Background: an optimization exercise with open tools, aiming at small area and a short achievable clock period. Do not read the settings as production practice. The RTL was checked by simulation tests, not by an equivalence proof against the original design.

===== design.v =====
module add_zero (
  input  [15:0] m,
  output [15:0] f
);
  wire        nz, sg;
  wire [4:0]  e;
  wire [11:0] r;
  wire [9:0]  lowmask;
  zero_mask  u0 (.e(m[14:10]), .lowmask(lowmask));
  zero_front u1 (.m(m), .lowmask(lowmask), .nz(nz), .sg(sg), .e(e), .r(r));
  zero_back  u2 (.nz(nz), .sg(sg), .e(e), .r(r), .f(f));
endmodule
module zero_front (
  input  [15:0] m,
  input  [9:0]  lowmask,   
  output        nz,        
  output        sg,        
  output [4:0]  e,
  output [11:0] r          
);
  assign sg = m[15];
  assign e  = m[14:10];
  assign nz = |m[14:0];
  wire [10:0] M  = {1'b1, m[9:0]};
  wire [10:0] lm = {1'b0, lowmask};
  wire        in_range = (e <= 5'd10);
  wire [11:0] inc = {1'b0, M | lm} + 12'd1;
  wire [11:0] s   = {inc[11], (inc[10:0] & ~lm) | (M & lm)};
  wire [10:0] dec = (M & ~lm) - 11'd1;
  wire [10:0] d   = (dec & ~lm) | (M & lm);
  assign r = !in_range ? {1'b0, M} : sg ? {1'b0, d} : s;
endmodule
module zero_mask (
  input  [4:0] e,
  output [9:0] lowmask
);
  assign lowmask = 10'h3ff >> e;
endmodule
module zero_back (
  input         nz,
  input         sg,
  input  [4:0]  e,
  input  [11:0] r,
  output [15:0] f
);
  wire [15:0] r_add = r[11] ? {sg, e + 5'd1, r[10:1]} : {sg, e, r[9:0]};
  wire [2:0]  lz = r[10] ? 3'd0 : r[9] ? 3'd1 : r[8] ? 3'd2 : r[7] ? 3'd3 :
                   r[6] ? 3'd4 : r[5] ? 3'd5 : r[4] ? 3'd6 : 3'd0;
  wire [9:0]  m_sub = r[9:0] << lz;
  wire [15:0] r_sub = {sg, e - {2'b0, lz}, m_sub};
  assign f = !nz ? (sg ? 16'h0000 : 16'h0400) : sg ? r_sub : r_add;
endmodule
module fp_add (
    input  [15:0] a,
    input  [15:0] b,
    output [15:0] c
    );
    wire        sub, sign;
    wire [4:0]  big_e;
    wire [9:0]  big_m;
    wire [10:0] al;
    fp_align u1 (.a(a), .b(b), .sub(sub), .sign(sign), .big_e(big_e), .big_m(big_m), .al(al));
    fp_sum   u2 (.sub(sub), .sign(sign), .big_e(big_e), .big_m(big_m), .al(al), .c(c));
endmodule
module fp_align (
    input  [15:0] a,
    input  [15:0] b,
    output        sub,
    output        sign,
    output [4:0]  big_e,
    output [9:0]  big_m,
    output [10:0] al
    );
    wire [4:0]  ea = a[14:10], eb = b[14:10];
    wire [9:0]  ma = a[9:0],   mb = b[9:0];
    wire [5:0]  dab  = {1'b0, ea} - {1'b0, eb};    
    wire [4:0]  dba  = eb - ea;
    wire        e_eq = (ea == eb);
    wire        m_gt = ma > mb;
    wire        gt   = (~dab[5] & ~e_eq) | (e_eq & m_gt);
    wire [4:0]  sh    = gt ? dab[4:0] : dba;
    wire [9:0]  sml_m = gt ? mb : ma;
    assign sub   = a[15] ^ b[15];
    assign sign  = gt ? a[15] : b[15];
    assign big_m = gt ? ma : mb;
    assign big_e = gt ? ea : eb;
    assign al    = sh[4] ? 11'd0 : ({1'b1, sml_m} >> sh[3:0]);
endmodule
module fp_sum (
    input         sub,
    input         sign,
    input  [4:0]  big_e,
    input  [9:0]  big_m,
    input  [10:0] al,
    output [15:0] c
    );
    wire [11:0] s  = {1'b0, 1'b1, big_m} + {1'b0, al ^ {11{sub}}} + {11'd0, sub};
    wire [2:0]  lz = s[10] ? 3'd0 : s[9] ? 3'd1 : s[8] ? 3'd2 : s[7] ? 3'd3 :
                     s[6] ? 3'd4 : s[5] ? 3'd5 : s[4] ? 3'd6 : 3'd0;
    wire [9:0]  m_sub = s[9:0] << lz;
    wire [4:0]  e_sub = big_e - {2'b0, lz};
    wire [4:0]  e_add = big_e + {4'd0, s[11]};
    wire [9:0]  m_add = s[11] ? s[10:1] : s[9:0];
    assign c = sub ? {sign, e_sub, m_sub} : {sign, e_add, m_add};
endmodule
module mant_mul (
  input  [9:0]  a,
  input  [9:0]  b,
  output [11:0] ph
);
  wire pp0_0 = a[0] & b[0];
  wire pp0_1 = a[0] & b[1];
  wire pp0_2 = a[0] & b[2];
  wire pp0_3 = a[0] & b[3];
  wire pp0_4 = a[0] & b[4];
  wire pp0_5 = a[0] & b[5];
  wire pp0_6 = a[0] & b[6];
  wire pp0_7 = a[0] & b[7];
  wire pp0_8 = a[0] & b[8];
  wire pp0_9 = a[0] & b[9];
  wire pp1_0 = a[1] & b[0];
  wire pp1_1 = a[1] & b[1];
  wire pp1_2 = a[1] & b[2];
  wire pp1_3 = a[1] & b[3];
  wire pp1_4 = a[1] & b[4];
  wire pp1_5 = a[1] & b[5];
  wire pp1_6 = a[1] & b[6];
  wire pp1_7 = a[1] & b[7];
  wire pp1_8 = a[1] & b[8];
  wire pp1_9 = a[1] & b[9];
  wire pp2_0 = a[2] & b[0];
  wire pp2_1 = a[2] & b[1];
  wire pp2_2 = a[2] & b[2];
  wire pp2_3 = a[2] & b[3];
  wire pp2_4 = a[2] & b[4];
  wire pp2_5 = a[2] & b[5];
  wire pp2_6 = a[2] & b[6];
  wire pp2_7 = a[2] & b[7];
  wire pp2_8 = a[2] & b[8];
  wire pp2_9 = a[2] & b[9];
  wire pp3_0 = a[3] & b[0];
  wire pp3_1 = a[3] & b[1];
  wire pp3_2 = a[3] & b[2];
  wire pp3_3 = a[3] & b[3];
  wire pp3_4 = a[3] & b[4];
  wire pp3_5 = a[3] & b[5];
  wire pp3_6 = a[3] & b[6];
  wire pp3_7 = a[3] & b[7];
  wire pp3_8 = a[3] & b[8];
  wire pp3_9 = a[3] & b[9];
  wire pp4_0 = a[4] & b[0];
  wire pp4_1 = a[4] & b[1];
  wire pp4_2 = a[4] & b[2];
  wire pp4_3 = a[4] & b[3];
  wire pp4_4 = a[4] & b[4];
  wire pp4_5 = a[4] & b[5];
  wire pp4_6 = a[4] & b[6];
  wire pp4_7 = a[4] & b[7];
  wire pp4_8 = a[4] & b[8];
  wire pp4_9 = a[4] & b[9];
  wire pp5_0 = a[5] & b[0];
  wire pp5_1 = a[5] & b[1];
  wire pp5_2 = a[5] & b[2];
  wire pp5_3 = a[5] & b[3];
  wire pp5_4 = a[5] & b[4];
  wire pp5_5 = a[5] & b[5];
  wire pp5_6 = a[5] & b[6];
  wire pp5_7 = a[5] & b[7];
  wire pp5_8 = a[5] & b[8];
  wire pp5_9 = a[5] & b[9];
  wire pp6_0 = a[6] & b[0];
  wire pp6_1 = a[6] & b[1];
  wire pp6_2 = a[6] & b[2];
  wire pp6_3 = a[6] & b[3];
  wire pp6_4 = a[6] & b[4];
  wire pp6_5 = a[6] & b[5];
  wire pp6_6 = a[6] & b[6];
  wire pp6_7 = a[6] & b[7];
  wire pp6_8 = a[6] & b[8];
  wire pp6_9 = a[6] & b[9];
  wire pp7_0 = a[7] & b[0];
  wire pp7_1 = a[7] & b[1];
  wire pp7_2 = a[7] & b[2];
  wire pp7_3 = a[7] & b[3];
  wire pp7_4 = a[7] & b[4];
  wire pp7_5 = a[7] & b[5];
  wire pp7_6 = a[7] & b[6];
  wire pp7_7 = a[7] & b[7];
  wire pp7_8 = a[7] & b[8];
  wire pp7_9 = a[7] & b[9];
  wire pp8_0 = a[8] & b[0];
  wire pp8_1 = a[8] & b[1];
  wire pp8_2 = a[8] & b[2];
  wire pp8_3 = a[8] & b[3];
  wire pp8_4 = a[8] & b[4];
  wire pp8_5 = a[8] & b[5];
  wire pp8_6 = a[8] & b[6];
  wire pp8_7 = a[8] & b[7];
  wire pp8_8 = a[8] & b[8];
  wire pp8_9 = a[8] & b[9];
  wire pp9_0 = a[9] & b[0];
  wire pp9_1 = a[9] & b[1];
  wire pp9_2 = a[9] & b[2];
  wire pp9_3 = a[9] & b[3];
  wire pp9_4 = a[9] & b[4];
  wire pp9_5 = a[9] & b[5];
  wire pp9_6 = a[9] & b[6];
  wire pp9_7 = a[9] & b[7];
  wire pp9_8 = a[9] & b[8];
  wire pp9_9 = a[9] & b[9];
  wire s0 = pp0_9 ^ pp1_8;
  wire c0 = pp0_9 & pp1_8;
  wire s1 = a[0] ^ pp1_9 ^ pp2_8;
  wire c1 = (a[0] & pp1_9) | (a[0] & pp2_8) | (pp1_9 & pp2_8);
  wire s2 = pp3_7 ^ pp4_6;
  wire c2 = pp3_7 & pp4_6;
  wire s3 = a[1] ^ pp2_9 ^ pp3_8;
  wire c3 = (a[1] & pp2_9) | (a[1] & pp3_8) | (pp2_9 & pp3_8);
  wire s4 = pp4_7 ^ pp5_6;
  wire c4 = pp4_7 & pp5_6;
  wire s5 = a[2] ^ pp3_9 ^ pp4_8;
  wire c5 = (a[2] & pp3_9) | (a[2] & pp4_8) | (pp3_9 & pp4_8);
  wire s6 = pp0_6 ^ pp1_5;
  wire c6 = pp0_6 & pp1_5;
  wire s7 = pp0_7 ^ pp1_6 ^ pp2_5;
  wire c7 = (pp0_7 & pp1_6) | (pp0_7 & pp2_5) | (pp1_6 & pp2_5);
  wire s8 = pp3_4 ^ pp4_3;
  wire c8 = pp3_4 & pp4_3;
  wire s9 = pp0_8 ^ pp1_7 ^ pp2_6;
  wire c9 = (pp0_8 & pp1_7) | (pp0_8 & pp2_6) | (pp1_7 & pp2_6);
  wire s10 = pp3_5 ^ pp4_4 ^ pp5_3;
  wire c10 = (pp3_5 & pp4_4) | (pp3_5 & pp5_3) | (pp4_4 & pp5_3);
  wire s11 = pp6_2 ^ pp7_1;
  wire c11 = pp6_2 & pp7_1;
  wire s12 = s0 ^ pp2_7 ^ pp3_6;
  wire c12 = (s0 & pp2_7) | (s0 & pp3_6) | (pp2_7 & pp3_6);
  wire s13 = pp4_5 ^ pp5_4 ^ pp6_3;
  wire c13 = (pp4_5 & pp5_4) | (pp4_5 & pp6_3) | (pp5_4 & pp6_3);
  wire s14 = pp7_2 ^ pp8_1 ^ pp9_0;
  wire c14 = (pp7_2 & pp8_1) | (pp7_2 & pp9_0) | (pp8_1 & pp9_0);
  wire s15 = c0 ^ s1 ^ s2;
  wire c15 = (c0 & s1) | (c0 & s2) | (s1 & s2);
  wire s16 = pp5_5 ^ pp6_4 ^ pp7_3;
  wire c16 = (pp5_5 & pp6_4) | (pp5_5 & pp7_3) | (pp6_4 & pp7_3);
  wire s17 = pp8_2 ^ pp9_1 ^ b[0];
  wire c17 = (pp8_2 & pp9_1) | (pp8_2 & b[0]) | (pp9_1 & b[0]);
  wire s18 = c1 ^ c2 ^ s3;
  wire c18 = (c1 & c2) | (c1 & s3) | (c2 & s3);
  wire s19 = s4 ^ pp6_5 ^ pp7_4;
  wire c19 = (s4 & pp6_5) | (s4 & pp7_4) | (pp6_5 & pp7_4);
  wire s20 = pp8_3 ^ pp9_2 ^ b[1];
  wire c20 = (pp8_3 & pp9_2) | (pp8_3 & b[1]) | (pp9_2 & b[1]);
  wire s21 = c3 ^ c4 ^ s5;
  wire c21 = (c3 & c4) | (c3 & s5) | (c4 & s5);
  wire s22 = pp5_7 ^ pp6_6 ^ pp7_5;
  wire c22 = (pp5_7 & pp6_6) | (pp5_7 & pp7_5) | (pp6_6 & pp7_5);
  wire s23 = pp8_4 ^ pp9_3 ^ b[2];
  wire c23 = (pp8_4 & pp9_3) | (pp8_4 & b[2]) | (pp9_3 & b[2]);
  wire s24 = c5 ^ a[3] ^ pp4_9;
  wire c24 = (c5 & a[3]) | (c5 & pp4_9) | (a[3] & pp4_9);
  wire s25 = pp5_8 ^ pp6_7 ^ pp7_6;
  wire c25 = (pp5_8 & pp6_7) | (pp5_8 & pp7_6) | (pp6_7 & pp7_6);
  wire s26 = pp8_5 ^ pp9_4 ^ b[3];
  wire c26 = (pp8_5 & pp9_4) | (pp8_5 & b[3]) | (pp9_4 & b[3]);
  wire s27 = a[4] ^ pp5_9 ^ pp6_8;
  wire c27 = (a[4] & pp5_9) | (a[4] & pp6_8) | (pp5_9 & pp6_8);
  wire s28 = pp7_7 ^ pp8_6 ^ pp9_5;
  wire c28 = (pp7_7 & pp8_6) | (pp7_7 & pp9_5) | (pp8_6 & pp9_5);
  wire s29 = a[5] ^ pp6_9 ^ pp7_8;
  wire c29 = (a[5] & pp6_9) | (a[5] & pp7_8) | (pp6_9 & pp7_8);
  wire s30 = pp0_4 ^ pp1_3;
  wire c30 = pp0_4 & pp1_3;
  wire s31 = pp0_5 ^ pp1_4 ^ pp2_3;
  wire c31 = (pp0_5 & pp1_4) | (pp0_5 & pp2_3) | (pp1_4 & pp2_3);
  wire s32 = pp3_2 ^ pp4_1;
  wire c32 = pp3_2 & pp4_1;
  wire s33 = s6 ^ pp2_4 ^ pp3_3;
  wire c33 = (s6 & pp2_4) | (s6 & pp3_3) | (pp2_4 & pp3_3);
  wire s34 = pp4_2 ^ pp5_1 ^ pp6_0;
  wire c34 = (pp4_2 & pp5_1) | (pp4_2 & pp6_0) | (pp5_1 & pp6_0);
  wire s35 = c6 ^ s7 ^ s8;
  wire c35 = (c6 & s7) | (c6 & s8) | (s7 & s8);
  wire s36 = pp5_2 ^ pp6_1 ^ pp7_0;
  wire c36 = (pp5_2 & pp6_1) | (pp5_2 & pp7_0) | (pp6_1 & pp7_0);
  wire s37 = c7 ^ c8 ^ s9;
  wire c37 = (c7 & c8) | (c7 & s9) | (c8 & s9);
  wire s38 = s10 ^ s11 ^ pp8_0;
  wire c38 = (s10 & s11) | (s10 & pp8_0) | (s11 & pp8_0);
  wire s39 = c9 ^ c10 ^ c11;
  wire c39 = (c9 & c10) | (c9 & c11) | (c10 & c11);
  wire s40 = s12 ^ s13 ^ s14;
  wire c40 = (s12 & s13) | (s12 & s14) | (s13 & s14);
  wire s41 = c12 ^ c13 ^ c14;
  wire c41 = (c12 & c13) | (c12 & c14) | (c13 & c14);
  wire s42 = s15 ^ s16 ^ s17;
  wire c42 = (s15 & s16) | (s15 & s17) | (s16 & s17);
  wire s43 = c15 ^ c16 ^ c17;
  wire c43 = (c15 & c16) | (c15 & c17) | (c16 & c17);
  wire s44 = s18 ^ s19 ^ s20;
  wire c44 = (s18 & s19) | (s18 & s20) | (s19 & s20);
  wire s45 = c18 ^ c19 ^ c20;
  wire c45 = (c18 & c19) | (c18 & c20) | (c19 & c20);
  wire s46 = s21 ^ s22 ^ s23;
  wire c46 = (s21 & s22) | (s21 & s23) | (s22 & s23);
  wire s47 = c21 ^ c22 ^ c23;
  wire c47 = (c21 & c22) | (c21 & c23) | (c22 & c23);
  wire s48 = s24 ^ s25 ^ s26;
  wire c48 = (s24 & s25) | (s24 & s26) | (s25 & s26);
  wire s49 = c24 ^ c25 ^ c26;
  wire c49 = (c24 & c25) | (c24 & c26) | (c25 & c26);
  wire s50 = s27 ^ s28 ^ b[4];
  wire c50 = (s27 & s28) | (s27 & b[4]) | (s28 & b[4]);
  wire s51 = c27 ^ c28 ^ s29;
  wire c51 = (c27 & c28) | (c27 & s29) | (c28 & s29);
  wire s52 = pp8_7 ^ pp9_6 ^ b[5];
  wire c52 = (pp8_7 & pp9_6) | (pp8_7 & b[5]) | (pp9_6 & b[5]);
  wire s53 = c29 ^ a[6] ^ pp7_9;
  wire c53 = (c29 & a[6]) | (c29 & pp7_9) | (a[6] & pp7_9);
  wire s54 = pp8_8 ^ pp9_7 ^ b[6];
  wire c54 = (pp8_8 & pp9_7) | (pp8_8 & b[6]) | (pp9_7 & b[6]);
  wire s55 = a[7] ^ pp8_9 ^ pp9_8;
  wire c55 = (a[7] & pp8_9) | (a[7] & pp9_8) | (pp8_9 & pp9_8);
  wire s56 = pp0_3 ^ pp1_2;
  wire c56 = pp0_3 & pp1_2;
  wire s57 = s30 ^ pp2_2 ^ pp3_1;
  wire c57 = (s30 & pp2_2) | (s30 & pp3_1) | (pp2_2 & pp3_1);
  wire s58 = c30 ^ s31 ^ s32;
  wire c58 = (c30 & s31) | (c30 & s32) | (s31 & s32);
  wire s59 = c31 ^ c32 ^ s33;
  wire c59 = (c31 & c32) | (c31 & s33) | (c32 & s33);
  wire s60 = c33 ^ c34 ^ s35;
  wire c60 = (c33 & c34) | (c33 & s35) | (c34 & s35);
  wire s61 = c35 ^ c36 ^ s37;
  wire c61 = (c35 & c36) | (c35 & s37) | (c36 & s37);
  wire s62 = c37 ^ c38 ^ s39;
  wire c62 = (c37 & c38) | (c37 & s39) | (c38 & s39);
  wire s63 = c39 ^ c40 ^ s41;
  wire c63 = (c39 & c40) | (c39 & s41) | (c40 & s41);
  wire s64 = c41 ^ c42 ^ s43;
  wire c64 = (c41 & c42) | (c41 & s43) | (c42 & s43);
  wire s65 = c43 ^ c44 ^ s45;
  wire c65 = (c43 & c44) | (c43 & s45) | (c44 & s45);
  wire s66 = c45 ^ c46 ^ s47;
  wire c66 = (c45 & c46) | (c45 & s47) | (c46 & s47);
  wire s67 = c47 ^ c48 ^ s49;
  wire c67 = (c47 & c48) | (c47 & s49) | (c48 & s49);
  wire s68 = c49 ^ c50 ^ s51;
  wire c68 = (c49 & c50) | (c49 & s51) | (c50 & s51);
  wire s69 = c51 ^ c52 ^ s53;
  wire c69 = (c51 & c52) | (c51 & s53) | (c52 & s53);
  wire s70 = c53 ^ c54 ^ s55;
  wire c70 = (c53 & c54) | (c53 & s55) | (c54 & s55);
  wire s71 = c55 ^ a[8] ^ pp9_9;
  wire c71 = (c55 & a[8]) | (c55 & pp9_9) | (a[8] & pp9_9);
  wire s72 = pp0_2 ^ pp1_1;
  wire c72 = pp0_2 & pp1_1;
  wire s73 = s56 ^ pp2_1 ^ pp3_0;
  wire c73 = (s56 & pp2_1) | (s56 & pp3_0) | (pp2_1 & pp3_0);
  wire s74 = c56 ^ s57 ^ pp4_0;
  wire c74 = (c56 & s57) | (c56 & pp4_0) | (s57 & pp4_0);
  wire s75 = c57 ^ s58 ^ pp5_0;
  wire c75 = (c57 & s58) | (c57 & pp5_0) | (s58 & pp5_0);
  wire s76 = c58 ^ s59 ^ s34;
  wire c76 = (c58 & s59) | (c58 & s34) | (s59 & s34);
  wire s77 = c59 ^ s60 ^ s36;
  wire c77 = (c59 & s60) | (c59 & s36) | (s60 & s36);
  wire s78 = c60 ^ s61 ^ s38;
  wire c78 = (c60 & s61) | (c60 & s38) | (s61 & s38);
  wire s79 = c61 ^ s62 ^ s40;
  wire c79 = (c61 & s62) | (c61 & s40) | (s62 & s40);
  wire s80 = c62 ^ s63 ^ s42;
  wire c80 = (c62 & s63) | (c62 & s42) | (s63 & s42);
  wire s81 = c63 ^ s64 ^ s44;
  wire c81 = (c63 & s64) | (c63 & s44) | (s64 & s44);
  wire s82 = c64 ^ s65 ^ s46;
  wire c82 = (c64 & s65) | (c64 & s46) | (s65 & s46);
  wire s83 = c65 ^ s66 ^ s48;
  wire c83 = (c65 & s66) | (c65 & s48) | (s66 & s48);
  wire s84 = c66 ^ s67 ^ s50;
  wire c84 = (c66 & s67) | (c66 & s50) | (s67 & s50);
  wire s85 = c67 ^ s68 ^ s52;
  wire c85 = (c67 & s68) | (c67 & s52) | (s68 & s52);
  wire s86 = c68 ^ s69 ^ s54;
  wire c86 = (c68 & s69) | (c68 & s54) | (s69 & s54);
  wire s87 = c69 ^ s70 ^ b[7];
  wire c87 = (c69 & s70) | (c69 & b[7]) | (s70 & b[7]);
  wire s88 = c70 ^ s71 ^ b[8];
  wire c88 = (c70 & s71) | (c70 & b[8]) | (s71 & b[8]);
  wire s89 = c71 ^ a[9] ^ b[9];
  wire c89 = (c71 & a[9]) | (c71 & b[9]) | (a[9] & b[9]);
  wire [21:0] r0 = {1'b0, c89, c88, c87, c86, c85, c84, c83, c82, c81, c80, c79, c78, c77, c76, c75, c74, c73, c72, s72, pp0_1, pp0_0};
  wire [21:0] r1 = {1'b0, 1'b1, s89, s88, s87, s86, s85, s84, s83, s82, s81, s80, s79, s78, s77, s76, s75, s74, s73, pp2_0, pp1_0, 1'b0};
  wire [9:0] lg = r0[9:0] & r1[9:0];
  wire [9:0] lp = r0[9:0] | r1[9:0];
  wire G90 = lg[9] | (lp[9] & lg[8]);
  wire P90 = lp[9] & lp[8];
  wire G91 = G90 | (P90 & lg[7]);
  wire P91 = P90 & lp[7];
  wire G92 = lg[6] | (lp[6] & lg[5]);
  wire P92 = lp[6] & lp[5];
  wire G93 = G91 | (P91 & G92);
  wire P93 = P91 & P92;
  wire G94 = lg[4] | (lp[4] & lg[3]);
  wire P94 = lp[4] & lp[3];
  wire G95 = G94 | (P94 & lg[2]);
  wire P95 = P94 & lp[2];
  wire G96 = lg[1] | (lp[1] & lg[0]);
  wire P96 = lp[1] & lp[0];
  wire G97 = G95 | (P95 & G96);
  wire P97 = P95 & P96;
  wire G98 = G93 | (P93 & G97);
  wire P98 = P93 & P97;
  wire cin = G98;
  wire [11:0] tg = r0[21:10] & r1[21:10];
  wire [11:0] tp = r0[21:10] ^ r1[21:10];
  wire k0 = tg[0] | (tp[0] & cin);
  wire g1_1 = tg[1] | (tp[1] & k0);
  wire p1_1 = tp[1] & tp[0];
  wire g1_3 = tg[3] | (tp[3] & tg[2]);
  wire p1_3 = tp[3] & tp[2];
  wire g1_5 = tg[5] | (tp[5] & tg[4]);
  wire p1_5 = tp[5] & tp[4];
  wire g1_7 = tg[7] | (tp[7] & tg[6]);
  wire p1_7 = tp[7] & tp[6];
  wire g1_9 = tg[9] | (tp[9] & tg[8]);
  wire p1_9 = tp[9] & tp[8];
  wire g1_11 = tg[11] | (tp[11] & tg[10]);
  wire p1_11 = tp[11] & tp[10];
  wire g2_2 = tg[2] | (tp[2] & g1_1);
  wire p2_2 = tp[2] & p1_1;
  wire g2_3 = g1_3 | (p1_3 & g1_1);
  wire p2_3 = p1_3 & p1_1;
  wire g2_6 = tg[6] | (tp[6] & g1_5);
  wire p2_6 = tp[6] & p1_5;
  wire g2_7 = g1_7 | (p1_7 & g1_5);
  wire p2_7 = p1_7 & p1_5;
  wire g2_10 = tg[10] | (tp[10] & g1_9);
  wire p2_10 = tp[10] & p1_9;
  wire g2_11 = g1_11 | (p1_11 & g1_9);
  wire p2_11 = p1_11 & p1_9;
  wire g3_4 = tg[4] | (tp[4] & g2_3);
  wire p3_4 = tp[4] & p2_3;
  wire g3_5 = g1_5 | (p1_5 & g2_3);
  wire p3_5 = p1_5 & p2_3;
  wire g3_6 = g2_6 | (p2_6 & g2_3);
  wire p3_6 = p2_6 & p2_3;
  wire g3_7 = g2_7 | (p2_7 & g2_3);
  wire p3_7 = p2_7 & p2_3;
  wire g4_8 = tg[8] | (tp[8] & g3_7);
  wire p4_8 = tp[8] & p3_7;
  wire g4_9 = g1_9 | (p1_9 & g3_7);
  wire p4_9 = p1_9 & p3_7;
  wire g4_10 = g2_10 | (p2_10 & g3_7);
  wire p4_10 = p2_10 & p3_7;
  wire g4_11 = g2_11 | (p2_11 & g3_7);
  wire p4_11 = p2_11 & p3_7;
  wire [11:0] tcar = {g4_10, g4_9, g4_8, g3_7, g3_6, g3_5, g3_4, g2_3, g2_2, g1_1, k0, cin};
  assign ph = tp ^ tcar;
endmodule
module mul_normalizer (
  input         zero,    
  input         sign,    
  input  [4:0]  e0,      
  input  [11:0] ph,      
  output [15:0] c
);
  wire [4:0] e = ph[11] ? e0 + 5'd1 : e0;
  wire [9:0] m = ph[11] ? ph[10:1] : ph[9:0];
  assign c = zero ? 16'b0 : {sign, e, m};
endmodule
module mul_operands (
  input  [15:0] a,
  input  [15:0] b,
  output        zero,
  output        sign,
  output [4:0]  e0
);
  assign zero = ~(|a) | ~(|b);
  assign sign = a[15] ^ b[15];
  assign e0   = a[14:10] + b[14:10] + 5'd17;
endmodule
module fp_mul (
    input  [15:0] a,
    input  [15:0] b,
    output [15:0] c
    );
    wire [11:0] ph;
    wire        zero, sign;
    wire [4:0]  e0;
    mant_mul        u1 (.a(a[9:0]), .b(b[9:0]), .ph(ph));
    mul_operands    u2 (.a(a), .b(b), .zero(zero), .sign(sign), .e0(e0));
    mul_normalizer  u3 (.zero(zero), .sign(sign), .e0(e0), .ph(ph), .c(c));
endmodule
module systolic_array_is
#(
  parameter INPUT_WIDTH = 16,
  parameter WEIGHT_WIDTH = 16,
  parameter PSUM_WIDTH = 16,
  parameter ARRAY_HEIGHT = 4,
  parameter ARRAY_WIDTH = 4
)(
  input clk,
  input rst_n,
  input process_en,
  input input_en,
  input [INPUT_WIDTH * ARRAY_HEIGHT - 1 : 0] packed_input_in,
  input [WEIGHT_WIDTH * ARRAY_WIDTH - 1 : 0] packed_weight_in,
  output [PSUM_WIDTH * ARRAY_HEIGHT - 1 : 0] packed_psum_out
);
  genvar x, y, k;
  wire [15:0] wsk_q [0:3][0:3];
  wire [15:0] wsk_m [0:3][0:3];    
  generate
    for (y = 1; y < 4; y = y + 1) begin : wcol
      for (k = 0; k < y; k = k + 1) begin : wst
        reg [15:0] r;
        wire [15:0] src;
        if (k == 0) begin : first
          assign src = packed_weight_in[16*y +: 16];
        end else begin : next
          assign src = wsk_q[y][k-1];
        end
        assign wsk_m[y][k] = process_en ? src : r;
        always @(posedge clk) r <= rst_n ? wsk_m[y][k] : 16'd0;
        assign wsk_q[y][k] = r;
      end
    end
  endgenerate
  wire [15:0] in_q   [0:3][0:3];    
  wire [15:0] in_m   [0:3][0:3];    
  wire [15:0] w_in   [0:3][0:3];    
  wire [15:0] w_m    [0:3][0:3];    
  wire [15:0] wr_q   [0:3][0:3];    
  wire [15:0] wr_m   [0:3][0:3];
  wire [15:0] psum   [0:3][0:3];    
  generate
    for (x = 0; x < 4; x = x + 1) begin : row
      for (y = 0; y < 4; y = y + 1) begin : col
        reg [15:0] input_reg;
        wire [15:0] in_src;
        if (y == 0) begin : inport
          assign in_src = packed_input_in[16*x +: 16];
        end else begin : inleft
          assign in_src = in_q[x][y-1];
        end
        assign in_m[x][y] = input_en ? in_src : input_reg;
        always @(posedge clk) input_reg <= rst_n ? in_m[x][y] : 16'd0;
        assign in_q[x][y] = input_reg;
        if (x == 0) begin : wtop
          if (y == 0) begin : w00
            assign w_in[x][y]   = packed_weight_in[15:0];
            assign w_m[x][y]    = 16'd0;   
          end else begin : wsk
            assign w_in[x][y]   = wsk_q[y][y-1];
            assign w_m[x][y]    = wsk_m[y][y-1];
          end
        end else begin : wbelow
          assign w_in[x][y]   = wr_q[x-1][y];
          assign w_m[x][y]    = wr_m[x-1][y];
        end
        if (x < 3) begin : wreg
          reg [15:0] weight_reg;
          assign wr_m[x][y] = process_en ? w_in[x][y] : weight_reg;
          always @(posedge clk) weight_reg <= rst_n ? wr_m[x][y] : 16'd0;
          assign wr_q[x][y] = weight_reg;
        end
        if (x == 0 && y == 0) begin : pe00
          reg  [15:0] m00;
          reg  [9:0]  lm00;
          wire [15:0] prod;
          wire [9:0]  lm_d;
          fp_mul    mul (.a(input_reg), .b(w_in[x][y]), .c(prod));
          zero_mask zm  (.e(prod[14:10]), .lowmask(lm_d));
          always @(posedge clk)
            if (!rst_n) begin
              m00 <= 16'h8000; lm00 <= 10'h3ff;
            end else if (process_en) begin
              m00 <= prod; lm00 <= lm_d;
            end
          wire        znz, zsg;
          wire [4:0]  ze;
          wire [11:0] zr;
          zero_front zf (.m(m00), .lowmask(lm00), .nz(znz), .sg(zsg), .e(ze), .r(zr));
          zero_back  zb (.nz(znz), .sg(zsg), .e(ze), .r(zr), .f(psum[x][y]));
        end else begin : pe
          reg  [11:0] ph;
          wire [11:0] ph_d;
          wire [15:0] prod;
          wire [15:0] sum;
          reg  [15:0] psum_reg;
          mant_mul mm (.a(in_m[x][y][9:0]), .b(w_m[x][y][9:0]), .ph(ph_d));
          always @(posedge clk) ph <= ph_d;
          wire        zero, sign;
          wire [4:0]  e0;
          mul_operands   mo (.a(input_reg), .b(w_in[x][y]), .zero(zero), .sign(sign), .e0(e0));
          mul_normalizer mn (.zero(zero), .sign(sign), .e0(e0), .ph(ph), .c(prod));
          if (y == 0) begin : c0
            wire        znz, zsg;
            wire [4:0]  ze;
            wire [11:0] zr;
            wire [9:0]  lm;
            zero_mask  zm (.e(prod[14:10]), .lowmask(lm));
            zero_front zf (.m(prod), .lowmask(lm), .nz(znz), .sg(zsg), .e(ze), .r(zr));
            zero_back  zb (.nz(znz), .sg(zsg), .e(ze), .r(zr), .f(sum));
          end else begin : cl
            wire        sub, sign;
            wire [4:0]  big_e;
            wire [9:0]  big_m;
            wire [10:0] al;
            fp_align fa (.a(prod), .b(psum[x][y-1]), .sub(sub), .sign(sign), .big_e(big_e), .big_m(big_m), .al(al));
            fp_sum   fs (.sub(sub), .sign(sign), .big_e(big_e), .big_m(big_m), .al(al), .c(sum));
          end
          always @(posedge clk)
            if (!rst_n) psum_reg <= 16'd0;
            else if (process_en) psum_reg <= sum;
          assign psum[x][y] = psum_reg;
        end
      end
    end
  endgenerate
  generate
    for (x = 0; x < 4; x = x + 1) begin : dsk
      wire [15:0] st [0:3];
      assign st[0] = psum[x][3];
      for (k = 0; k < 3 - x; k = k + 1) begin : dst
        reg [15:0] r;
        always @(posedge clk)
          if (!rst_n) r <= 16'd0;
          else if (process_en) r <= st[k];
        assign st[k+1] = r;
      end
      assign packed_psum_out[16*x +: 16] = st[3-x];
    end
  endgenerate
endmodule

===== flow/run.sh =====
#!/bin/bash
# Own flow: the standard layout (standard.sh: ORFS, standard synthesis),
# with repair_timing aiming for extra setup slack so that the critical paths
# get sized and buffered even though the 26 ns clock has slack to spare.
# The SDC (clock period, input/output delays, load) is the standard flow's, unchanged.
set -euo pipefail
MARGIN=${MARGIN:-16}
bash standard.sh SETUP_SLACK_MARGIN=$MARGIN finish > standard.log 2>&1

===== standard.sh =====
#!/bin/bash
# synth_recipe.tcl (not shown) runs the flow's synth.tcl, then flattens the netlist and writes it again
# the make line also repeats each setting of config.mk as NAME=value (left out here)
make -C /OpenROAD-flow-scripts/flow DESIGN_CONFIG=/design/flow/config.mk WORK_HOME=/design/flow/orfs CLKGATE_MAP_FILE= SYNTH_SCRIPT=/design/flow/synth_recipe.tcl "${@:-finish}"

===== config.mk =====
export PLATFORM = sky130hd
export DESIGN_NAME = systolic_array_is
export DESIGN_NICKNAME = systolic_array_is
export VERILOG_FILES = /design/flow/design.v
export SDC_FILE = /design/flow/constraint.sdc
export NUM_CORES = 4
export LEC_CHECK = 0
export ABC_AREA = 1
export CAP_MARGIN = 20
export CORE_MARGIN = 2
export CORE_UTILIZATION = 45
export SLEW_MARGIN = 20
export SYNTH_HIERARCHICAL = 1
export SYNTH_MINIMUM_KEEP_SIZE = 650

===== constraint.sdc =====
create_clock -name core_clock -period 26.0 [get_ports {clk}]
set_input_delay 5.2000 -clock core_clock [delete_from_list [all_inputs] [get_ports {clk}]]
set_output_delay 5.2000 -clock core_clock [all_outputs]
set_load 0.01 [all_outputs]

==> summary.md, run 1 <==
| Metric | Value |
|---|---|
| Cells after Synth | `19060` |
| Routed WL | `430600 um` |
| Finished Layout Cells | `approximately 23000` |
| Number of global-route vias before repair | `114600` |
| Data required time of the worst path | `approximately 27 ns` |
| Clk slew on worst S/H paths | `0.06 ns` |
| Endpoints failing hold | `0` |
| Critical Path Stages | `39` |
| H-tree lvl count | `4` |
| Die height | `544.7 um` |
| Die ar. | `296700 um2` |
| Fillcell total | `29560` |
| Detail Route Antenna Nets | `0` |
| CTS Buffer Depth | `4` |
| Nets@finish | `around 21000` |
| Clock latency (worst-skew pair) | `0.85 ns` |
| Grt met1 use | `39.87%` |
| Post-synth ARST share | `0%` |
| FP Rows | `between 150 and 200` |
| Num Clock Sinks | `about 1100` |
| DR iter-0 viols | `between 10000 and 15000` |
| Gr usage total | `approximately 28%` |
| Post-DR vias/cell | `5.260` |
| WP data arrival | `10.74 ns` |
| Residual DRC | `0` |
| Die W | `544.7 um` |
| Layout area overhead | `10.92%` |
| Global-route wire length before repair | `660800 um` |
| Root buf cell | `clkbuf_16` |
| Synth Net Count | `21460` |
| CP startpoint kind | `input port` |
| Gr ovfl total | `0` |
| Synthesized flop and latch total | `1086` |
| Max Fclk | `0.09954 GHz` |
| Max-slew violation count | `0` |
| CP Capture Type | `flop` |
| GRT met2 Usage | `between 40% and 50%` |
| CTS buffer count | `148` |
| Initial Util | `roughly 45%` |
| Largest net degree at the start of global routing | `~190` |
| IO buf count | `195` |
| Hold path cells | `2` |
| I/O Pins | `196` |
| Outcome | `finished clean` |
| Reg area | `21750 um2` |
| Synth Warn # | `7` |
| Vias | `between 100k and 150k` |
| HPWL after detailed placement | `between 300000 and 400000 um` |
| CTS tree | `built` |
| Min-Delay Path Class | `flop to flop` |
| TNS Setup | `0 ns` |
| Kind of critical path | `input port to flop` |
| Top_reg_cell synth | `dfxtp_1` |
| Commonest non-fill, non-tap cell in the layout | `nand2_1` |
| Most frequent cells in the layout | `4238 x nand2_1, 3565 x inv_1, 1522 x nor2_1` |
| CP top delay family | `adder cells` |
| Max-cap viol count | `0` |
| Multi-input logic area | `94280 um2` |
| Bufs and invs on worst path | `11` |
| Seq/Total Area, Yosys | `around 17%` |
| Max reg flops | `256` |
| Final setup fails | `0` |
| Most frequent CP cell | `nand2_2` |
| EDFF count, synth | `0` |
| Drt pass-1 iters | `9` |
| Crit-path slowest cell | `fa_2` |
| Routed len/inst | `18.82 um` |
| Tmin final | `10.05 ns` |
| Period Utilization, post-route | `38.64%` |
| Placer congestion estimate | `between 0.9 and 1` |
| Synthesized area | `131500 um2` |
| Slew margin rel. | `19.44%` |
| Fin Clk Skew | `~0.043 ns` |
| Share of cells above drive strength 1 | `7.884%` |
| Synth Area per Inst | `6.900 um2` |
| Initial antenna violation count | `4` |
| Core footprint | `around 290000 um2` |
| Grt met3 use | `3.329%` |
| Least-Margin Pin Slew | `1.197 ns` |
| Placed cells | `22410` |
| Post-synth cell types | `76` |
| Critical Path Max Stage Delay | `0.57 ns` |
| RSZ-0062 raised after global routing | `true` |
| GRT busiest layer | `met2` |
| Worst-path maximum fanout | `4` |
| Worst reg-to-reg path cell count | `59` |
## cells in the mapped netlist, types with 134 or more instances
| library cell | number | area share, % |
|---|---|---|
| a21oi_1 | 935 | 3.6 |
| clkbuf_1 | 629 | 1.8 |
| dfxtp_1 | 1086 | 17 |
| fa_1 | 1428 | 22 |
| ha_1 | 838 | 8.0 |
| inv_1 | 3607 | 10 |
| inv_2 | 144 | 0.41 |
| nand2_1 | 4521 | 13 |
| nand2_2 | 141 | 0.67 |
| nand3_1 | 842 | 3.2 |
| nor2_1 | 1538 | 4.4 |
| nor3_1 | 158 | 0.60 |
| nor4_1 | 136 | 0.65 |
| o21ai_0 | 1205 | 4.6 |
| o21ai_1 | 134 | 0.51 |
| xor2_1 | 346 | 2.3 |
## modules after synthesis (local to each module, per instance)
| module | flops+latches | cells inside | area, um2 |
|---|---|---|---|
| systolic_array_is | 1086 | 12120 | 79230 |
| mant_mul | 0 | 434 | 3269 |
## worst register-to-register path, delay by kind of cell, from the launching register on
family / cells / cell delay, ns
adders and majority gates: 6 / 1.82
DFF: 1 / 0.43
and+or+nand+nor: 24 / 2.92
xor gates and xnor gates: 5 / 1.04
buffers and inverters: 7 / 0.76
AOI/OAI and AO/OA: 17 / 2.52
## metal layers
metal / wire [um] / part of all wire, %
met1: 193800 / 45
met2: 191300 / 44
met3: 30280 / 7.0
met4: 15170 / 3.5
met5: 13 / 0.0030
## cell families (layout without fill, tap and decap cells)
kind of cell,after synthesis,count (layout),synth area share [%]
flops,1086,1086,16.53
compound gates,2889,2889,12.33
fa+ha+maj,2266,2266,29.70
simple gates,7668,7672,24.28
mux,41,41,0.3129
other cells,0,2,0
buf+inv,4626,4534,13.49
xor+xnor,488,488,3.355
## final timing paths
kind,to,startpoint,slack [ns]
worst min register to register,dsk[1].dst[0].r[12],row[1].col[3].pe.psum_reg[12],0.46
worst min-delay path,dsk[1].dst[0].r[12],row[1].col[3].pe.psum_reg[12],0.46
worst max-delay path,row[0].col[0].pe00.lm00[4],packed_weight_in[7],15.95
worst max register to register,row[0].col[1].pe.psum_reg[14],row[0].col[0].pe00.m00[1],16.40
## final cells by class
type	instances	share of cell area (%)
Clock inverter	74	0.7006
Antenna cell	2	0.003430
Clock buffer	187	2.798
Timing Repair Buffer	463	3.717
Multi-Input combinational cell	13360	64.62
Tap cell	3900	3.344
Timing Repair inverter	8	0.05060
Sequential cell	1086	14.91
Inverter	3802	9.862
## stage by stage
stage | setup WS, ns | hold WS, ns | area, um2 | utilization [%]
after floorplan | 15.63 | 0.4339 | 133300 | -
after global placement | 13.48 | 0.4439 | 136100 | 46.79
after detailed placement | 13.43 | 0.4478 | 136100 | 46.79
after CTS | 15.83 | 0.4570 | 142900 | 49.12
after global routing | 15.66 | 0.4830 | 145900 | 50.16
final | 15.95 | 0.4553 | 145900 | 50.17
## repair_timing
| action | in CTS | in global routing |
|---|---|---|
| hold buffers | 0 | 0 |
| resized for setup | 232 | 361 |
| cloned | 25 | 25 |
| buffers inserted | 24 | 136 |
| pin swaps | 14 | 90 |
| setup endpoints to repair | 219 | 176 |
==> run 2, diff against run 1 <==
--- a/config.mk
+++ b/config.mk
@@ -5,10 +5,10 @@
 export SDC_FILE = /design/flow/constraint.sdc
 export NUM_CORES = 4
 export LEC_CHECK = 0
-export ABC_AREA = 1
 export CAP_MARGIN = 20
 export CORE_MARGIN = 2
-export CORE_UTILIZATION = 45
+export CORE_UTILIZATION = 55
+export PLACE_DENSITY = 0.65
 export SLEW_MARGIN = 20
 export SYNTH_HIERARCHICAL = 1
 export SYNTH_MINIMUM_KEEP_SIZE = 650
==> summary.md, run 2 <==
| Metric | Value |
|---|---|
| Post-synth cell types | `126 (was 76)` |
| Most frequent cell after synthesis | `inv_1 (was nand2_1)` |
| I/O Pins | `196 (unchanged)` |
| Reg area | `21800 um2 (was 21750 um2)` |
| CTS tree | `built (unchanged)` |
| H-tree lvl count | `4 (unchanged)` |
| Worst-path maximum fanout | `8 (was 4)` |
| Synth Area per Inst | `8.563 um2 (was 6.900 um2)` |
| EDFF count, synth | `0 (unchanged)` |
| Worst Setup SP | `process_en (was packed_weight_in[7])` |
| Min-Delay Path Class | `flop to flop (unchanged)` |
| Outcome | `finished clean (unchanged)` |
| Max-slew violation count | `0 (unchanged)` |
| Drt pass-1 iters | `5 (was 9)` |
| Number of global-route vias before repair | `107900 (was 114600)` |
| Post-route core utilization | `63.05% (was 50.17%)` |
| Detail Route Antenna Nets | `0 (unchanged)` |
| Finished Layout Cells | `19180 (was 22880)` |
| DR iter-0 viols | `9072 (was 10180)` |
| Critical Path, Cell by Cell | `buf_16 -> buf_16 -> buf_16 -> buf_12 -> buf_16 -> mux2_4 -> and2_4 -> fa_2 -> inv_2 -> fa_2 -> inv_2 -> fa_1 -> fa_1 -> o22ai_1 -> a211o_1 -> a21oi_2 -> a221o_1 -> fa_2 -> fa_2 -> a211oi_2 -> o211ai_1 -> o21ai_1 -> fa_1 -> inv_1` |
| Post-DR vias/cell | `5.837 (was 5.260)` |
| Min-delay src | `row[1].col[0].pe.psum_reg[8] (was row[1].col[3].pe.psum_reg[12])` |
| IO buf count | `195 (unchanged)` |
| Largest net degree at the start of global routing | `105 (was 192)` |
| HPWL after detailed placement | `291000 um (was 322300 um)` |
| Core footprint | `240500 um2 (was 290800 um2)` |
| Fillcell total | `20880 (was 29560)` |
| XOR/XNOR share of the synthesized area | `4.274% (was 3.355%)` |
| RSZ-0062 raised after global routing | `true (unchanged)` |
| Bufs and invs on worst path | `8 (was 11)` |
| Top_reg_cell synth | `dfxtp_1 (unchanged)` |
| FP Rows | `180 (was 198)` |
| Tmin final | `10.26 ns (was 10.05 ns)` |
| Root buf cell | `clkbuf_16 (unchanged)` |
| CP top delay family | `adder cells (unchanged)` |
| RR Startpoint | `row[0].col[0].pe00.lm00[1] (was row[0].col[0].pe00.m00[1])` |
| Data required time of the worst path | `26.76 ns (was 26.70 ns)` |
| Routed len/inst | `20.67 um (was 18.82 um)` |
| Placed cells | `18350 (was 22410)` |
| Critical Path Max Stage Delay | `0.58 ns (was 0.57 ns)` |
| Synth Net Count | `17920 (was 21460)` |
| Largest area contributor in the netlist | `fa_1 (unchanged)` |
| Gr ovfl total | `0 (unchanged)` |
| Max reg flops | `256 (unchanged)` |
| Seq/Total Area, Yosys | `16.36% (was 16.53%)` |
| CTS Buffer Depth | `3 (was 4)` |
| Clk slew on worst S/H paths | `0.06 ns (about the same)` |
| TNS Setup | `0 ns (unchanged)` |
| Initial Util | `55.26% (was 45.23%)` |
| Cells after Synth | `15520 (was 19060)` |
| Top-area cell type share of the netlist area | `21.51% (was 21.73%)` |
| Post-synth top cells | `1942 x inv_1, 1428 x fa_1, 1422 x nor2_1, 1274 x nand2_1, 1086 x dfxtp_1 (was 4521 x nand2_1, 3607 x inv_1, 1538 x nor2_1, 1428 x fa_1, 1205 x o21ai_0)` |
| Post-Synth Simple-Gate Area | `18.22% (was 24.28%)` |
| Vias | `112000 (was 120300)` |
| Share of cells above drive strength 1 | `14.26% (was 7.884%)` |
| CTS buffer count | `135 (was 148)` |
| Max-cap viol count | `0 (unchanged)` |
| Synthesized flop and latch total | `1086 (unchanged)` |
| Residual DRC | `0 (unchanged)` |
| Synthesized area | `132900 um2 (was 131500 um2)` |
| Post-Synth Adder-Cell Area | `29.40% (was 29.70%)` |
| Gr usage total | `31.48% (was 28.21%)` |
| Fin Clk Skew | `0.03332 ns (was 0.04261 ns)` |
| Endpoints failing hold | `0 (unchanged)` |
| Multi-input logic area | `104900 um2 (was 94280 um2)` |
| Die ar. | `245600 um2 (was 296700 um2)` |
| Layout area overhead | `14.11% (was 10.92%)` |
| Synth area leaders | `fa_1 22%, dfxtp_1 16%, ha_1 7.9% (was fa_1 22%, dfxtp_1 17%, nand2_1 13%)` |
| Max Fclk | `0.09748 GHz (was 0.09954 GHz)` |
| CP Capture Type | `flop (unchanged)` |
| Slew margin rel. | `24.53% (was 19.44%)` |
| Routed WL | `396400 um (was 430600 um)` |
| Num Clock Sinks | `1086 (unchanged)` |
| Least-Margin Pin Slew | `1.124 ns (was 1.197 ns)` |
| Initial antenna violation count | `8 (was 4)` |
| Most frequent cells in the layout | `1870 x inv_1, 1401 x nor2_1, 1323 x fa_1 (was 4238 x nand2_1, 3565 x inv_1, 1522 x nor2_1)` |
| Commonest non-fill, non-tap cell in the layout | `inv_1 (was nand2_1)` |
| WP data arrival | `11.02 ns (was 10.74 ns)` |
| CP startpoint kind | `input port (unchanged)` |
| Placer congestion estimate | `0.9557 (was 0.9394)` |
| Complex-gate fraction of the synthesized area | `13.46% (was 12.33%)` |
| Nets@finish | `18280 (was 21260)` |
| Mux cell area share after synthesis | `10.86% (was 0.3129%)` |
| Post-synth ARST share | `0% (unchanged)` |
| Die W | `495.6 um (was 544.7 um)` |
| Global-route wire length before repair | `615300 um (was 660800 um)` |
| Final setup fails | `0 (unchanged)` |
| Kind of critical path | `input port to flop (unchanged)` |
| Crit-path slowest cell | `fa_2 (unchanged)` |
| Synth Warn # | `7 (unchanged)` |
| Clock latency (worst-skew pair) | `0.83 ns (was 0.85 ns)` |
| Die height | `495.6 um (was 544.7 um)` |
| Period Utilization, post-route | `39.46% (was 38.64%)` |
| Largest family of logic cells by synthesized area | `adder cells (unchanged)` |
-- run 2: changes by cell type after synthesis, sizes merged, moves of 272 or more --
cell | before | now
inv | 3755 | 1951
o21ai | 1360 | 548
nand3 | 881 | 190
mux2 | 1 | 479
and2 | 3 | 1106
xnor2 | 128 | 402
a21oi | 951 | 679
mux2i | 40 | 799
nand2 | 4675 | 1274
-- run 2: path summary, 6_finish.rpt --
| check | endpoint | slack, ns | cells past startpoint |
|---|---|---|---|
| worst max-delay path | row[3].col[2].pe.ph[8] | 15.74 | 24 |
| worst min-delay path | row[1].col[0].pe.psum_reg[8] | 0.47 | 2 |
| worst max register to register | row[0].col[1].pe.psum_reg[14] | 15.83 | 51 |
| worst min register to register | row[1].col[0].pe.psum_reg[8] | 0.47 | 2 |
-- run 2: cells by family after synthesis --
group                      Yosys count
and+or+nand+nor                   4953
muxes                             1324
xor gates and xnor gates           642
buffers and inverters             2600
adders and majority gates         2266
DFF                               1086
AOI/OAI and AO/OA                 2650
-- run 2: modules after synthesis (local to each module, per instance) --
module | area (um2) | copies in the design | flops+latches
mant_mul | 3070 | 16 | 0
systolic_array_is | 83780 | 1 | 1086
-- run 2: area by class of cell --
class / count / share of cell area, %
Clock inverter: 67 / 0.5412
Clock buffer: 178 / 2.520
Inverter: 1954 / 4.892
Tap cell: 3185 / 2.628
Sequential cell: 1086 / 14.38
Timing Repair Buffer: 855 / 5.850
Antenna cell: 5 / 0.008250
Multi-Input combinational cell: 11850 / 69.18
-- run 2: per-stage QoR --
| step | hold WS (ns) | worst slack [ns] | area (um2) |
|---|---|---|---|
| after floorplan | 0.4250 | 15.26 | 134100 |
| after global placement | 0.4423 | 12.55 | 137700 |
| after detailed placement | 0.4507 | 12.54 | 137700 |
| after CTS | 0.4711 | 15.81 | 146300 |
| after global routing | 0.4983 | 15.48 | 151700 |
| final | 0.4707 | 15.74 | 151700 |
-- run 2: tightest hold or removal path: cells and delay by family (launching register included) --
kind,cells,cell delay [ns]
AO/OA/AOI/OAI,1,0.06
flip-flops,1,0.33
AND/OR/NAND/NOR,1,0.05
-- run 2: routing by layer --
| metal | vias up | GRT usage [%] | share of wire (%) |
|---|---|---|---|
| met3 | 625 | 5.268 | 7.4 |
| met5 | - | 0 | 0.011 |
| li1 | 52900 | - | - |
| met4 | 6 | 9.683 | 3.5 |
| met2 | 3855 | 48.36 | 44 |
| met1 | 54580 | 45.31 | 45 |
-- run 2: what timing repair did --
action,4_1_cts,5_1_grt
hold buffers,0,0
hold endpoints to repair,0,0
buffers inserted,191,324
gates resized for setup,385,585
cloned,39,25
endpoints found under the setup margin,258,213
pin swaps,113,280
==> run 3, diff against run 2 <==
==> config.mk (replaced) <==
export PLATFORM = sky130hd
export DESIGN_NAME = systolic_array_is
export DESIGN_NICKNAME = systolic_array_is
export VERILOG_FILES = /design/flow/design.v
export SDC_FILE = /design/flow/constraint.sdc
export NUM_CORES = 4
export LEC_CHECK = 0
export ABC_AREA = 1
export CAP_MARGIN = 20
export CORE_MARGIN = 2
export CORE_UTILIZATION = 45
export SLEW_MARGIN = 20
==> summary.md, run 3 <==
| Metric | Value |
|---|---|
| Initial antenna violation count | `10 (was 8)` |
| Nets@finish | `20210 (was 18280)` |
| Residual DRC | `0 (unchanged)` |
| Post-DR vias/cell | `5.337 (was 5.837)` |
| Most frequent cells in the layout | `2756 x nor2_1, 2754 x inv_1, 2381 x nand2_1 (was 1870 x inv_1, 1401 x nor2_1, 1323 x fa_1)` |
| Most frequent cell after synthesis | `inv_1 (unchanged)` |
| Least-Margin Pin Slew | `1.062 ns (was 1.124 ns)` |
| I/O Pins | `196 (unchanged)` |
| Reg area | `21740 um2 (was 21800 um2)` |
| Routed WL | `403500 um (was 396400 um)` |
| Gr usage total | `27.60% (was 31.48%)` |
| Root buf cell | `clkbuf_16 (unchanged)` |
| Cells after Synth | `17370 (was 15520)` |
| Clk slew on worst S/H paths | `0.06 ns (about the same)` |
| Synthesized area | `125400 um2 (was 132900 um2)` |
| DR iter-0 viols | `9645 (was 9072)` |
| Period Utilization, post-route | `39.09% (was 39.46%)` |
| Kind of critical path | `input port to flop (unchanged)` |
| Max-cap viol count | `0 (unchanged)` |
| XOR/XNOR share of the synthesized area | `3.625% (was 4.274%)` |
| Max reg flops | `256 (unchanged)` |
| Fillcell total | `27220 (was 20880)` |
| Drt pass-1 iters | `6 (was 5)` |
| IO buf count | `195 (unchanged)` |
| CTS Buffer Depth | `3 (unchanged)` |
| Final setup fails | `0 (unchanged)` |
| FP Rows | `193 (was 180)` |
| CP startpoint kind | `input port (unchanged)` |
| Largest area contributor in the netlist | `fa_1 (unchanged)` |
| Multi-input logic area | `93390 um2 (was 104900 um2)` |
| Post-synth cell types | `79 (was 126)` |
| Share of cells above drive strength 1 | `11.99% (was 14.26%)` |
| Top_reg_cell synth | `dfxtp_1 (unchanged)` |
| Largest net degree at the start of global routing | `165 (was 105)` |
| Min-Delay Path Class | `flop to flop (unchanged)` |
| Top-area cell type share of the netlist area | `22.79% (was 21.51%)` |
| Number of global-route vias before repair | `110300 (was 107900)` |
| Vias | `115500 (was 112000)` |
| Post-synth top cells | `2862 x inv_1, 2810 x nor2_1, 2437 x nand2_1, 1428 x fa_1, 1320 x o21ai_0 (was 1942 x inv_1, 1428 x fa_1, 1422 x nor2_1, 1274 x nand2_1, 1086 x dfxtp_1)` |
| Seq/Total Area, Yosys | `17.33% (was 16.36%)` |
| Data required time of the worst path | `26.69 ns (was 26.76 ns)` |
| TNS Setup | `0 ns (unchanged)` |
| Synth Net Count | `19770 (was 17920)` |
| Cts hold-fix bufs | `0 (unchanged)` |
| Detail Route Antenna Nets | `0 (unchanged)` |
| Endpoints failing hold | `0 (unchanged)` |
| Max Fclk | `0.09840 GHz (was 0.09748 GHz)` |
| Post-Synth Adder-Cell Area | `31.15% (was 29.40%)` |
| WP data arrival | `10.85 ns (was 11.02 ns)` |
| Global-route wire length before repair | `625300 um (was 615300 um)` |
| Post-route core utilization | `52.47% (was 63.05%)` |
| EDFF count, synth | `0 (unchanged)` |
| Complex-gate fraction of the synthesized area | `13.51% (was 13.46%)` |
| Routed len/inst | `18.65 um (was 20.67 um)` |
| Post-synth ARST share | `0% (unchanged)` |
| Synth Area per Inst | `7.221 um2 (was 8.563 um2)` |
| Worst-path maximum fanout | `21 (was 8)` |
| Die ar. | `283000 um2 (was 245600 um2)` |
| Initial Util | `45.28% (was 55.26%)` |
| Post-Synth Simple-Gate Area | `23.08% (was 18.22%)` |
| Mux cell area share after synthesis | `0.3591% (was 10.86%)` |
| H-tree lvl count | `4 (unchanged)` |
| Synth area leaders | `fa_1 23%, dfxtp_1 17%, inv_1 8.6% (was fa_1 22%, dfxtp_1 16%, ha_1 7.9%)` |
| Slew margin rel. | `28.56% (was 24.53%)` |
| Core footprint | `277000 um2 (was 240500 um2)` |
| Final Instance Area | `145300 um2 (was 151700 um2)` |
| Largest family of logic cells by synthesized area | `adder cells (unchanged)` |
| Synth Warn # | `1 (was 7)` |
| Outcome | `finished clean (unchanged)` |
| CP Capture Type | `flop (unchanged)` |
| CTS tree | `built (unchanged)` |
| CTS buffer count | `141 (was 135)` |
| Die height | `531.9 um (was 495.6 um)` |
| Placer congestion estimate | `0.9300 (was 0.9557)` |
| Post-DP Area | `132300 um2 (was 137700 um2)` |
| Clock latency (worst-skew pair) | `0.84 ns (was 0.83 ns)` |
| Layout area overhead | `15.87% (was 14.11%)` |
| Max-slew violation count | `0 (unchanged)` |
| Hold slack | `0.4582 ns (was 0.4707 ns)` |
| Commonest non-fill, non-tap cell in the layout | `nor2_1 (was inv_1)` |
| Fin Clk Skew | `0.03904 ns (was 0.03332 ns)` |
| RSZ-0062 raised after global routing | `true (unchanged)` |
| Tmin final | `10.16 ns (was 10.26 ns)` |
| HPWL after detailed placement | `291700 um (was 291000 um)` |
| Synthesized flop and latch total | `1086 (unchanged)` |
| Die W | `531.9 um (was 495.6 um)` |
| Gr ovfl total | `0 (unchanged)` |
| Num Clock Sinks | `1086 (unchanged)` |
## run 3: cell count changes after synthesis, moves of 162 or more
cell     delta
nor2_1   +1388
nand2_1  +1163
and2_1   -1030
inv_1     +920
o21ai_0   +791
mux2i_1   -754
nand3_1   +534
mux2_2    -475
o21ai_1   +279
xnor2_1   -274
or2_2     +263
a21o_1    -162
## run 3: logic make-up after synthesis
logic type	after synthesis
simple gates	6856
mux	45
fa+ha+maj	2266
flops	1086
compound gates	3013
buf+inv	3589
xor+xnor	514
## run 3: routing by layer
metal	routed length, um	GRT usage (%)	up-vias
met5	65	0	-
met4	13180	7.849	4
met3	29410	4.368	628
met2	175300	43.02	3673
met1	185500	39.37	55160
li1	-	-	56000
## run 3: worst paths after layout
path | from | to | slack, ns | cells past startpoint
worst max register to register | row[0].col[0].pe00.m00[15] | row[0].col[1].pe.psum_reg[14] | 16.43 | 56
worst max-delay path | process_en | row[1].col[3].pe.ph[9] | 15.84 | 27
worst min register to register | row[1].col[3].pe.psum_reg[12] | dsk[1].dst[0].r[12] | 0.46 | 2
worst min-delay path | row[1].col[3].pe.psum_reg[12] | dsk[1].dst[0].r[12] | 0.46 | 2
## run 3: final cells by class
class	instances	share of cell area [%]
Sequential cell	1086	14.96
Inverter	2971	7.746
Timing Repair Buffer	910	6.420
Antenna cell	4	0.006888
Clock buffer	181	2.656
Timing Repair inverter	7	0.05252
Tap cell	3705	3.190
Clock inverter	73	0.7068
Multi-Input combinational cell	12700	64.26
## run 3: repair_timing
action                                  4_1_cts  5_1_grt
resized for setup                           276      420
pin swaps                                     7      168
setup buffers                                81      404
cloned                                       42       16
endpoints found under the setup margin      209      104
## run 3: metrics by stage
stage / setup slack (ns) / std cells
finish: 15.84 / 21640
global route: 15.67 / 21630
CTS: 15.95 / 21210
detailed placement: 13.52 / 20830
global placement: 13.59 / 20830
floorplan: 15.17 / 17370
## run 3: critical path, stage by stage
cell	delay, ns
buf_16	0.15
clkinv_16	0.10
buf_12	0.16
buf_16	0.16
or2_2	0.35
o21ai_4	0.19
nor2_1	0.14
fa_2	0.38
inv_2	0.06
fa_1	0.42
fa_1	0.51
inv_1	0.05
fa_2	0.48
nor2_4	0.17
a221oi_2	0.06
a22oi_2	0.21
o31ai_4	0.12
fa_2	0.38
fa_2	0.45
nand3_2	0.10
nand2_2	0.06
nand3_2	0.07
nand2_2	0.08
a21oi_4	0.16
o21bai_4	0.08
fa_2	0.35
xor2_1	0.15
==> run 4, diff against run 3 <==
--- a/design.v
+++ b/design.v
@@ -569,8 +569,16 @@
           reg  [9:0]  lm00;
           wire [15:0] prod;
           wire [9:0]  lm_d;
-          fp_mul    mul (.a(input_reg), .b(w_in[x][y]), .c(prod));
-          zero_mask zm  (.e(prod[14:10]), .lowmask(lm_d));
+          wire [11:0] ph00;
+          wire        zero00, sign00;
+          wire [4:0]  e000;
+          wire [9:0]  lm0, lm1;
+          mant_mul       mm (.a(input_reg[9:0]), .b(w_in[x][y][9:0]), .ph(ph00));
+          mul_operands   mo (.a(input_reg), .b(w_in[x][y]), .zero(zero00), .sign(sign00), .e0(e000));
+          mul_normalizer mn (.zero(zero00), .sign(sign00), .e0(e000), .ph(ph00), .c(prod));
+          zero_mask      zm (.e(e000), .lowmask(lm0));
+          assign lm1  = (e000 == 5'd31) ? 10'h3ff : {1'b0, lm0[9:1]};
+          assign lm_d = zero00 ? 10'h3ff : ph00[11] ? lm1 : lm0;
           always @(posedge clk)
             if (!rst_n) begin
               m00 <= 16'h8000; lm00 <= 10'h3ff;
--- a/config.mk
+++ b/config.mk
@@ -10,3 +10,5 @@
 export CORE_MARGIN = 2
 export CORE_UTILIZATION = 45
 export SLEW_MARGIN = 20
+export SYNTH_HIERARCHICAL = 1
+export SYNTH_MINIMUM_KEEP_SIZE = 650
==> summary.md, run 4 <==
| Metric | Value |
|---|---|
| Kind of critical path | `input port to flop (unchanged)` |
| Synth Area per Inst | `6.904 um2 (was 7.221 um2)` |
| Min-delay src | `row[1].col[3].pe.psum_reg[13] (was row[1].col[3].pe.psum_reg[12])` |
| Most frequent cell after synthesis | `nand2_1 (was inv_1)` |
| Post-synth cell types | `79 (unchanged)` |
| Largest net degree at the start of global routing | `96 (was 165)` |
| Num Clock Sinks | `1086 (unchanged)` |
| Vias | `119400 (was 115500)` |
| DP Worst Slack | `12.89 ns (was 13.52 ns)` |
| Outcome | `finished clean (unchanged)` |
| Seq/Total Area, Yosys | `16.49% (was 17.33%)` |
| Post-synth ARST share | `0% (unchanged)` |
| DR iter-0 viols | `9038 (was 9645)` |
| Synthesized flop and latch total | `1086 (unchanged)` |
| Post-route core utilization | `49.98% (was 52.47%)` |
| Post-synth top cells | `4496 x nand2_1, 3612 x inv_1, 1564 x nor2_1, 1428 x fa_1, 1251 x o21ai_0 (was 2862 x inv_1, 2810 x nor2_1, 2437 x nand2_1, 1428 x fa_1, 1320 x o21ai_0)` |
| RSZ-0062 raised after global routing | `true (unchanged)` |
| Final setup fails | `0 (unchanged)` |
| RR Startpoint | `row[0].col[0].pe00.lm00[1] (was row[0].col[0].pe00.m00[15])` |
| Data required time of the worst path | `26.77 ns (was 26.69 ns)` |
| Nets@finish | `21290 (was 20210)` |
| Max reg flops | `256 (unchanged)` |
| CTS tree | `built (unchanged)` |
| I/O Pins | `196 (unchanged)` |
| Placer congestion estimate | `0.9281 (was 0.9300)` |
| Clk slew on worst S/H paths | `0.06 ns (about the same)` |
| Detail Route Antenna Nets | `0 (unchanged)` |
| FP Rows | `198 (was 193)` |
| Clock latency (worst-skew pair) | `0.84 ns (about the same)` |
| Most frequent cells in the layout | `4233 x nand2_1, 3593 x inv_1, 1558 x nor2_1 (was 2756 x nor2_1, 2754 x inv_1, 2381 x nand2_1)` |
| CTS buffer count | `143 (was 141)` |
| Final WS setup | `16.18 ns (was 15.84 ns)` |
| Synth area leaders | `fa_1 22%, dfxtp_1 16%, nand2_1 13% (was fa_1 23%, dfxtp_1 17%, inv_1 8.6%)` |
| Least-Margin Pin Slew | `1.016 ns (was 1.062 ns)` |
| Synth Warn # | `7 (was 1)` |
| Cells after Synth | `19100 (was 17370)` |
| CP startpoint kind | `input port (unchanged)` |
| Synth Net Count | `21500 (was 19770)` |
| Die W | `545.4 um (was 531.9 um)` |
| Crit-path slowest cell | `fa_1 (unchanged)` |
| H-tree lvl count | `4 (unchanged)` |
| Number of global-route vias before repair | `114200 (was 110300)` |
| HPWL after detailed placement | `303300 um (was 291700 um)` |
| Worst-path maximum fanout | `11 (was 21)` |
| Die ar. | `297400 um2 (was 283000 um2)` |
| Layout area overhead | `10.41% (was 15.87%)` |
| Commonest non-fill, non-tap cell in the layout | `nand2_1 (was nor2_1)` |
| Min-Delay Path Class | `flop to flop (unchanged)` |
==> run 4: cell count changes after synthesis, moves of 139 or more <==
cell,previous run,this run
a21oi_1,721,929
clkbuf_1,501,640
inv_1,2862,3612
nand2_1,2437,4496
nor2_1,2810,1564
o21ai_1,297,131
or2_2,303,34
==> run 4: metal layers <==
| metal | wire (um) | global-route usage [%] |
|---|---|---|
| met2 | 193500 | 44.78 |
| met3 | 23750 | 2.476 |
| met4 | 17250 | 9.452 |
| met1 | 182200 | 35.95 |
| met5 | 70 | 0 |
==> run 4: cell type report <==
class,instances,area [um2],share of cell area [%]
tap,3900,4880,3.351
sequential,1086,21740,14.93
clock inverter,53,651.9,0.4477
inverter,3799,14340,9.850
multi-input combinational,13380,94030,64.58
antenna,1,2.502,0.001719
timing repair buffer,474,5756,3.953
clock buffer,194,4118,2.828
timing repair inverter,8,81.33,0.05585
==> run 4: metrics by stage <==
stage,cell area [um2],instances,hold slack (ns)
2_1_floorplan,133300,19100,0.4339
3_3_place_gp,136100,22420,0.4447
3_5_place_dp,136100,22420,0.4489
4_1_cts,142500,22720,0.4576
5_1_grt,145600,22900,0.4761
6_report,145600,22900,0.4567
==> run 4: modules after synthesis, one instance, submodules excluded <==
module,flip-flops and latches,cells,times used,cell area [um2]
mant_mul,0,434,16,3269
systolic_array_is,1086,12160,1,79570
==> run 4: path summary, 6_finish.rpt <==
path | to | slack, ns | cells after the start
max | row[1].col[0].pe.ph[8] | 16.18 | 24
min | dsk[1].dst[0].r[13] | 0.46 | 2
max reg2reg | row[0].col[1].pe.psum_reg[14] | 16.39 | 58
min reg2reg | dsk[1].dst[0].r[13] | 0.46 | 2
==> run 4: critical path, delay by kind of cell <==
kind / cells / cell delay, ns
fa+ha+maj: 7 / 3.14
buf+inv: 4 / 0.60
simple gates: 12 / 1.55
compound gates: 1 / 0.10
==> run 4: logic make-up after synthesis <==
group                      count (synthesis)  synth area share, %
muxes                                     34               0.2581
buffers and inverters                   4640                13.54
DFF                                     1086                16.49
and+or+nand+nor                         7619                24.05
AOI/OAI and AO/OA                       2969                12.73
adders and majority gates               2270                29.66
xor gates and xnor gates                 484                3.271
==> run 4: repair_timing <==
action	in CTS	in global routing
pin swaps	4	58
cloned	32	37
setup endpoints to repair	216	169
buffers inserted	19	140
resized for setup	200	305

what the ideal ports hide:
The flow's constraints put no driver on any port. The routed layouts listed below were extracted and timed again, unchanged, in two steps. Step 1 sets driving cells, clkbuf_16 on the clock port and buf_2 on the other inputs (assumed; they add their load-dependent delay and slew). Step 2 adds t to the input delays and takes it off the output delays; t is the mean of the earliest and latest rising clock arrival at the registers after step 1. Input paths then give back, and output paths get back, about the clock's delay inside the block. Slacks: ideal / step 1 / step 2; pairs: ideal / step 1.
run | shift t [ns] | setup slack, ns | hold WS [ns]
run 1 | 0.939 | 15.954 / 15.884 / 14.946 | 0.455 / 0.455 / 0.455
run 2 | 0.897 | 15.741 / 15.398 / 14.500 | 0.471 / 0.471 / 0.471
run 3 | 0.923 | 15.838 / 15.671 / 14.748 | 0.458 / 0.458 / 0.458
run 4 | 0.915 | 16.177 / 15.936 / 15.021 | 0.457 / 0.457 / 0.457
After both steps every run listed still meets setup and hold. For run 2, which loses most, drivers alone change the setup slack by -0.343 ns; drivers and shift together by -1.241 ns.
